Context: an optimization exercise on an open-source flow, tuned for small area. The choices shown serve that exercise and are no tape-out recipe.
In this exercise RTL edits were held to simulation tests only and were not proved equivalent to the original.

## build 41
## dds
module dds (
    input                clock,
    input                rstn,
    input                en,
    input         [ 1:0] wave_type,
    input  signed [15:0] amp_word,
    input         [31:0] pha_word,
    input         [31:0] sin_fre_word,
    input         [31:0] tri_incre_word,
    input         [31:0] tri_decre_word,
    input         [31:0] sqr_cnt_word,
    input         [31:0] sqr_cmp_word,
    output signed [13:0] wave_out
);
For scale: ~2300 cells after synthesis, about 230 I/O pins, roughly 0.020 mm² of cells after synthesis.
==> flow/config.mk <==
export PLATFORM = sky130hd
export DESIGN_NAME = dds
export DESIGN_NICKNAME = dds
export VERILOG_FILES = /design/flow/design.v
export SDC_FILE = /design/flow/constraint.sdc
export NUM_CORES = 4
export LEC_CHECK = 0
export CAP_MARGIN = 20
export CORE_MARGIN = 2
export CORE_UTILIZATION = 50
export PLACE_DENSITY = 0.65
export SLEW_MARGIN = 20
==> flow/constraint.sdc <==
create_clock -name core_clock -period 13.0 [get_ports {clock}]
set_input_delay 2.6000 -clock core_clock [delete_from_list [all_inputs] [get_ports {clock}]]
set_output_delay 2.6000 -clock core_clock [all_outputs]
set_load 0.01 [all_outputs]
standard.sh (not shown) runs the stock make flow with config.mk's settings and CLKGATE_MAP_FILE= SYNTH_SCRIPT=/design/flow/synth_recipe.tcl, a recipe that flattens the netlist after the stock synthesis.
==> flow/flow/run.sh <==
#!/bin/bash
set -euo pipefail
W=$(pwd)
F=$W/flow
R=$W/orfs/results/${FLOW_PLATFORM}/dds/base
LIB=$FLOW_HOME/platforms/sky130hd/lib/sky130_fd_sc_hd__tt_025C_1v80.lib
YOSYS=$(command -v yosys || echo $FLOW_HOME/../tools/install/yosys/bin/yosys)
if [ -f $F/env.sh ]; then source $F/env.sh; fi

bash standard.sh synth > $W/flow_1_synth.log 2>&1
cp $R/1_2_yosys.v $W/std_1_2_yosys.v

# The same synthesis again, with ABC mapping for area instead of speed: a
# copy of ORFS's scripts whose abc_speed.script is an area script. Its
# registers are checked against the standard synthesis's below.
rm -rf $W/scripts_area
cp -r $FLOW_HOME/scripts $W/scripts_area
cp $F/abc_synth.script $W/scripts_area/abc_speed.script
mkdir -p $W/std_results
cp $R/1_2_yosys.v $R/1_synth.odb $R/1_synth.sdc $W/std_results/
rm -f $R/1_2_yosys.v $R/1_synth.odb $R/1_synth.sdc
bash standard.sh SCRIPTS_DIR=$W/scripts_area $R/1_2_yosys.v > $W/flow_1b_synth_area.log 2>&1 || cp $W/std_1_2_yosys.v $R/1_2_yosys.v
grep -oE "sky130_fd_sc_hd__df[a-z0-9_]+ [^ ]+" $W/std_1_2_yosys.v | sort > $W/regs_std.txt
grep -oE "sky130_fd_sc_hd__df[a-z0-9_]+ [^ ]+" $R/1_2_yosys.v | sort > $W/regs_area.txt
if cmp -s $W/regs_std.txt $W/regs_area.txt; then
  cp $R/1_2_yosys.v $W/area_1_2_yosys.v
else
  echo "register mismatch; using the standard netlist" >> $W/flow_1b_synth_area.log
  cp $W/std_1_2_yosys.v $W/area_1_2_yosys.v
fi

KEEP=$(tr '\n' ' ' < $F/keep.txt)
cat > $W/resynth_a.ys <<EOY
read_liberty -ignore_miss_func -ignore_miss_dir $LIB
blackbox $KEEP
read_verilog $W/area_1_2_yosys.v
hierarchy -top $FLOW_TOP
flatten
opt_clean -purge
opt -purge
select -module $FLOW_TOP
write_json $W/resynth_a.json
EOY
$YOSYS -s $W/resynth_a.ys > $W/flow_2_resynth_a.log 2>&1
python3 $F/polar.py $W/resynth_a.json $W/resynth_b.json > $W/flow_3_polar.log 2>&1
cat > $W/resynth_b.ys <<EOY
read_json $W/resynth_b.json
hierarchy -top $FLOW_TOP
opt -purge
abc -liberty $LIB $(cat $F/dontuse.txt) -script $F/abc_area.script
opt_clean -purge
setundef -zero
hilomap -singleton -hicell sky130_fd_sc_hd__conb_1 HI -locell sky130_fd_sc_hd__conb_1 LO
splitnets
opt_clean -purge
insbuf -buf sky130_fd_sc_hd__buf_4 A X
check
stat -liberty $LIB
write_verilog -noattr -noexpr -nohex -nodec $W/resynth.v
EOY
$YOSYS -s $W/resynth_b.ys > $W/flow_4_resynth_b.log 2>&1

# registers must be the standard synthesis's, by name and cell type
grep -oE "sky130_fd_sc_hd__df[a-z0-9_]+ [^ ]+" $W/resynth.v | sort > $W/regs_new.txt
if cmp -s $W/regs_std.txt $W/regs_new.txt; then
  cp $W/resynth.v $R/1_2_yosys.v
else
  echo "register mismatch; using the synthesis netlist" >> $W/flow_4_resynth_b.log
  cp $W/area_1_2_yosys.v $R/1_2_yosys.v
fi
rm -f $R/1_synth.odb $R/1_synth.sdc

bash standard.sh finish > $W/flow_5_layout.log 2>&1
==> flow/flow/env.sh <==
export BUFFER_PORTS_ARGS="-buffer_cell sky130_fd_sc_hd__buf_1"
export CTS_ARGS="-sink_clustering_enable -repair_clock_nets -dont_use_dummy_load -buf_list sky130_fd_sc_hd__clkbuf_4 -sink_clustering_size 9 -sink_clustering_max_diameter 45"
Other scripts of this flow, unchanged in this note and not shown: flow/flow/abc_area.script, flow/flow/abc_synth.script, flow/flow/dontuse.txt, flow/flow/keep.txt, flow/flow/polar.py
For build 5, these inputs were changed with respect to build 41:
Settings: GPL_TIMING_DRIVEN: unset -> 0.
==> flow/flow/env.sh <==
export BUFFER_PORTS_ARGS="-buffer_cell sky130_fd_sc_hd__buf_1"
export CTS_ARGS="-sink_clustering_enable -repair_clock_nets -dont_use_dummy_load -buf_list sky130_fd_sc_hd__clkbuf_4 -sink_clustering_size 8 -sink_clustering_max_diameter 40"
Findings:
Build 5 went all the way through the flow, and no timing, DRC or antenna check failed. Looking at highest metal layer with signal wires, the met4 result is from build 5; the met5 one comes from build 41. Max-slew headroom at the worst pin (build 5 over build 41): decrease, 5.2 points. Maximum number of pins on one net before global-route repair: build 5 lower than build 41. Any difference in number of non-filler instances in the completed layout between build 41 and build 5 is small enough to ignore. Compared with build 41, build 5 shows synthesis-to-layout area growth higher by 0.94 points. Compared with build 41, build 5 shows non-clock buffer count that has gone down slightly. When the final numbers for build 41 and build 5 were put side by side, the total wire length turned out to be smaller in build 5.
Inputs modified between build 5 and build 63:
Settings: GPL_TIMING_DRIVEN: 0 -> unset.
Notes after the runs:
- Looking at number of fill cells in the layout, build 63 sits 1.8% above build 5.
- Build 5 → build 63: minimum clock period saw a decrease; count of clock-buffer cells in the layout saw an increase; arrival time of data at the critical path endpoint saw a decrease.
- Total number of cells along the worst setup path (lower): build 5
- Number of clock buffers inserted by TritonCTS: lower on build 5
- The flip-flop and latch count on build 63 is in line with that on build 5.

[port drivers added, routing unchanged]
No port has a modelled driver above. Below, the same layouts with a new extraction and two added sets of constraints. Step 1: set_driving_cell puts a clkbuf_16 on clock and a buf_2 on each other input, an assumption about the parent block. Step 2 also shifts input and output timing later by t, the mid clock arrival at the registers, as if the neighbouring blocks saw the same clock. Three values: ideal, step 1, step 2; two values: the first two.
run	shift t [ns]	setup slack, ns	pins driven straight from the clock port
build 41	0.773	1.978 / 2.014 / 1.241	1
build 5	0.793	0.920 / 0.941 / 0.148	1
build 63	0.786	1.963 / 1.997 / 1.211	1
After both steps setup and hold are still met in every run listed. For build 5, which loses most, drivers alone change the setup slack by +0.021 ns; drivers and shift together by -0.772 ns.
